What follows belongs to an exercise in optimizing a design on an open flow for small area, a short achievable clock period and few clock cycles; a production flow would make more cautious choices. Function was checked by simulation only, so behaviour that the tests miss may differ from the original. Power is estimated from default activity; no workload was simulated.

==> 09-05: inputs <==
// MDC
module MDC(
    clk,
    rst_n,
    in_valid,
    in_data,
    in_mode,
    out_valid,
    out_data
);
export LEC_CHECK = 0
export CAP_MARGIN = 10
export CORE_MARGIN = 2
export CORE_UTILIZATION = 40
export SETUP_SLACK_MARGIN = 5
export SLEW_MARGIN = 10
create_clock -name core_clock -period 13.5 [get_ports {clk}]
standard.sh (not shown) runs the stock make flow with config.mk's settings and CLKGATE_MAP_FILE= SYNTH_SCRIPT=/design/flow/synth_recipe.tcl, a recipe that flattens the netlist after the stock synthesis.
==> flow/flow/run.sh <==
#!/bin/bash
# The standard layout (standard.sh) with the standard synthesis unchanged.  Two changes to how
# the layout is made, none to the constraints (the standard flow's SDC: clock period, I/O delays, loads):
#  - the resizer's timing repair aims at a larger setup margin (flow/margin.txt, in ns);
#  - the port buffers that the standard flow inserts use buf_2 cells.
# Each tool's output goes to its own log here (synth.log, layout.log) and under orfs/logs.
set -euo pipefail
MARGIN=$(cat flow/margin.txt)
bash standard.sh synth > synth.log 2>&1
sed 's/"\${@:-finish}"/SETUP_SLACK_MARGIN='"$MARGIN"' "BUFFER_PORTS_ARGS=-buffer_cell sky130_fd_sc_hd__buf_2" "${@:-finish}"/' standard.sh > standard_margin.sh
grep -q "SETUP_SLACK_MARGIN=$MARGIN" standard_margin.sh
bash standard_margin.sh finish > layout.log 2>&1
==> flow/flow/margin.txt <==
8
==> 03-23: changes against 09-05 <==
CAP_MARGIN = 20   (was 10)
SLEW_MARGIN = 20   (was 10)
==> 09-25: changes against 09-05 <==
==> flow/flow/margin.txt (replaced) <==
7.5
CAP_MARGIN = 20   (was 10)
SLEW_MARGIN = 20   (was 10)
==> 02-15: changes against 09-05 <==
CAP_MARGIN = 20   (was 10)
CTS_BUF_LIST = sky130_fd_sc_hd__clkbuf_8   (was unset)
SLEW_MARGIN = 20   (was 10)
==> results.txt <==
postcts setup bufs=82; Final Util=47.63%; dpl cells=6368; Power, Total=16260 µW; CP max stage cell=fa_1; status=complete, no violations
The numbers above come from 02-15.

==> results.txt <==
Power, Total=13440 µW; dpl cells=6366; CP max stage cell=a221oi_1; status=complete, no violations; postcts setup bufs=2; io pins=235; Final Util=44.85%
The numbers above come from 09-25.

==> results.txt <==
status=complete, no violations; postcts setup bufs=66; mux cell area share after synthesis=0.8698%; dpl cells=6368; Slew HR=14.41%; first-pass GRT wire length=333.0 mm; Final Util=47.98%; Power, Total=15690 µW
The numbers above come from 03-23.

==> results.txt <==
postcts setup bufs=98; status=complete, no violations; Power, Total=16140 µW; Final Util=47.97%; GRT Residual Overflow=0; CP max stage cell=fa_1; dpl cells=6367
The numbers above come from 09-05.

Testbench counts of 09-05, summed over its fixed seeds: cycles 8,648.
Testbench counts of 03-23, summed over its fixed seeds: cycles 8,648.
Testbench counts of 09-25, summed over its fixed seeds: cycles 8,648.
Testbench counts of 02-15, summed over its fixed seeds: cycles 8,648.

========
==> run R: inputs <==
Another version of the RTL of MDC (not shown whole).
## MDC
module MDC(
    clk,
    rst_n,
    in_valid,
    in_data,
    in_mode,
    out_valid,
    out_data
);
input clk, rst_n, in_valid;
input [8:0] in_mode;
input [14:0] in_data;
output reg out_valid;
output reg [206:0] out_data;
wire [10:0] dec_data;
wire [4:0] dec_mode;
HAMMING_IP #(11) IN_DECODE (.IN_code(in_data), .OUT_code(dec_data));
HAMMING_IP #(5) MODE_DECODE (.IN_code(in_mode), .OUT_code(dec_mode));
reg [3:0] cnt;         
reg last_r;            
reg fin_r;             
reg m4, m3, m2;        
always @(posedge clk or negedge rst_n) begin
    if (!rst_n) begin
        cnt <= 4'd0;
        last_r <= 1'b0;
        fin_r <= 1'b0;
        out_valid <= 1'b0;
    end else begin
        cnt <= in_valid ? cnt + 4'd1 : 4'd0;
        last_r <= in_valid & (cnt == 4'd15);
        fin_r <= last_r;
        out_valid <= fin_r;
    end
end
always @(posedge clk) begin
    if (in_valid && cnt == 4'd0) begin
        m4 <= dec_mode[4];
        m3 <= ~dec_mode[4] & dec_mode[1];
        m2 <= ~dec_mode[4] & ~dec_mode[1];
    end
end
reg signed [10:0] E0, E1, E2, E3, F0, F1, F2, F3;
  ...
clock: 13.5 ns
lec_check: 0
cap_margin: 20
core_margin: 2
core_utilization: 40
setup_slack_margin: 5
slew_margin: 20
==> flow/flow/margin.txt <==
7.5
Scripts as last shown in full above: flow/flow/run.sh
==> run H: changes against run R <==
==> flow/flow/run.sh (replaced) <==
#!/bin/bash
# The standard layout (standard.sh) with the standard synthesis unchanged.  Two changes to how
# the layout is made, none to the constraints (the standard flow's SDC: clock period, I/O delays, loads):
#  - the resizer's timing repair aims at a larger setup margin (flow/margin.txt, in ns);
#  - the port buffers that the standard flow inserts use buf_4 cells.
# Each tool's output goes to its own log here (synth.log, layout.log) and under orfs/logs.
set -euo pipefail
MARGIN=$(cat flow/margin.txt)
bash standard.sh synth > synth.log 2>&1
sed 's/"\${@:-finish}"/SETUP_SLACK_MARGIN='"$MARGIN"' "BUFFER_PORTS_ARGS=-buffer_cell sky130_fd_sc_hd__buf_4" "${@:-finish}"/' standard.sh > standard_margin.sh
grep -q "SETUP_SLACK_MARGIN=$MARGIN" standard_margin.sh
bash standard_margin.sh finish > layout.log 2>&1
==> run Y: changes against run R <==
==> flow/flow/margin.txt (replaced) <==
8
==> qor summary <==
Switching fraction of total power: run Y 0.3617; run H 0.3527; run R 0.3520
Met1 wire length: run Y 94230 µm; run H 94440 µm; run R 92990 µm
Outcome: run Y no timing/DRC/antenna violations; run H no timing/DRC/antenna violations; run R no timing/DRC/antenna violations
Most numerous cell on the critical path: run Y sky130_fd_sc_hd__fa_1; run H sky130_fd_sc_hd__buf_8; run R -
Post-CTS Setup Bufs: run Y 66; run H 6; run R 10
Wire length of the first global-routing pass: run Y 345200 µm; run H 341300 µm; run R 336500 µm
Post-Place Cells: run Y 6462; run H 6464; run R 6456
Area occupied by registers: run Y 0.01413 mm²; run H 0.01407 mm²; run R 0.01408 mm²
Crit start category: run Y flip-flop; run H flip-flop; run R primary input
Critical Path End: run Y Q4[32]; run H out_data[124]; run R Y2[3]
Vias/cell: run Y 6.908; run H 6.800; run R 6.806
Pin count of the biggest net entering global routing: run Y 90; run H 128; run R 92
Largest incremental delay on the critical path: run Y 1.07 ns; run H 0.77 ns; run R 0.68 ns
Capturing element type of the critical path: run Y flip-flop; run H primary output; run R flip-flop
Multi-input gate area in the final layout: run Y 0.03304 mm²; run H 0.03125 mm²; run R 0.03117 mm²
Worst path required time: run Y 13.96 ns; run H 10.80 ns; run R 14.11 ns
Number of standard cells in the final layout excluding fillers: run Y 6747; run H 6617; run R 6611
Testbench counts of run R, summed over its fixed seeds: cycles 8,648.
Testbench counts of run H, summed over its fixed seeds: cycles 8,648.
Testbench counts of run Y, summed over its fixed seeds: cycles 8,648.

static timing again, ports no longer ideal:
The flow's constraints put no driver on any port. The routed layouts listed below were extracted and timed again, unchanged, in two steps.
Step 1 sets driving cells, clkbuf_16 on the clock port and buf_2 on the other inputs (assumed; they add their load-dependent delay and slew).
Step 2, shift: input delay + t, output delay - t, t = (earliest + latest rising clock arrival at the registers) / 2. This alone moves slack from input paths to output paths.
a / b / c = no drivers / after step 1 / after step 2; a / b = the first two.
| run | t, ns | slack for setup (ns) | worst hold slack (ns) | clock arrival spread, ns | worst register clock-pin slew, ns |
|---|---|---|---|---|---|
| 09-05 | 0.748 | 7.760 / 7.760 / 7.240 | 0.354 / 0.354 / 0.354 | 0.052 / 0.052 | 0.07 / 0.07 |
| 03-23 | 0.732 | 7.767 / 7.767 / 7.365 | 0.353 / 0.353 / 0.353 | 0.035 / 0.035 | 0.07 / 0.07 |
| 09-25 | 0.738 | 7.381 / 7.381 / 6.699 | 0.347 / 0.347 / 0.347 | 0.045 / 0.045 | 0.08 / 0.08 |
| 02-15 | 0.842 | 7.714 / 7.714 / 7.102 | 0.356 / 0.356 / 0.356 | 0.071 / 0.071 | 0.08 / 0.08 |
| run R | 0.778 | 7.329 / 7.382 / 6.608 | 0.350 / 0.350 / 0.350 | 0.070 / 0.071 | 0.08 / 0.08 |
| run H | 0.768 | 7.362 / 7.290 / 7.140 | 0.355 / 0.355 / 0.355 | 0.061 / 0.062 | 0.07 / 0.07 |
| run Y | 0.778 | 7.698 / 7.698 / 7.287 | 0.346 / 0.346 / 0.346 | 0.033 / 0.033 | 0.07 / 0.07 |
After both steps every run listed still meets setup and hold. For run R, which loses most, drivers alone change the setup slack by +0.053 ns; drivers and shift together by -0.721 ns.
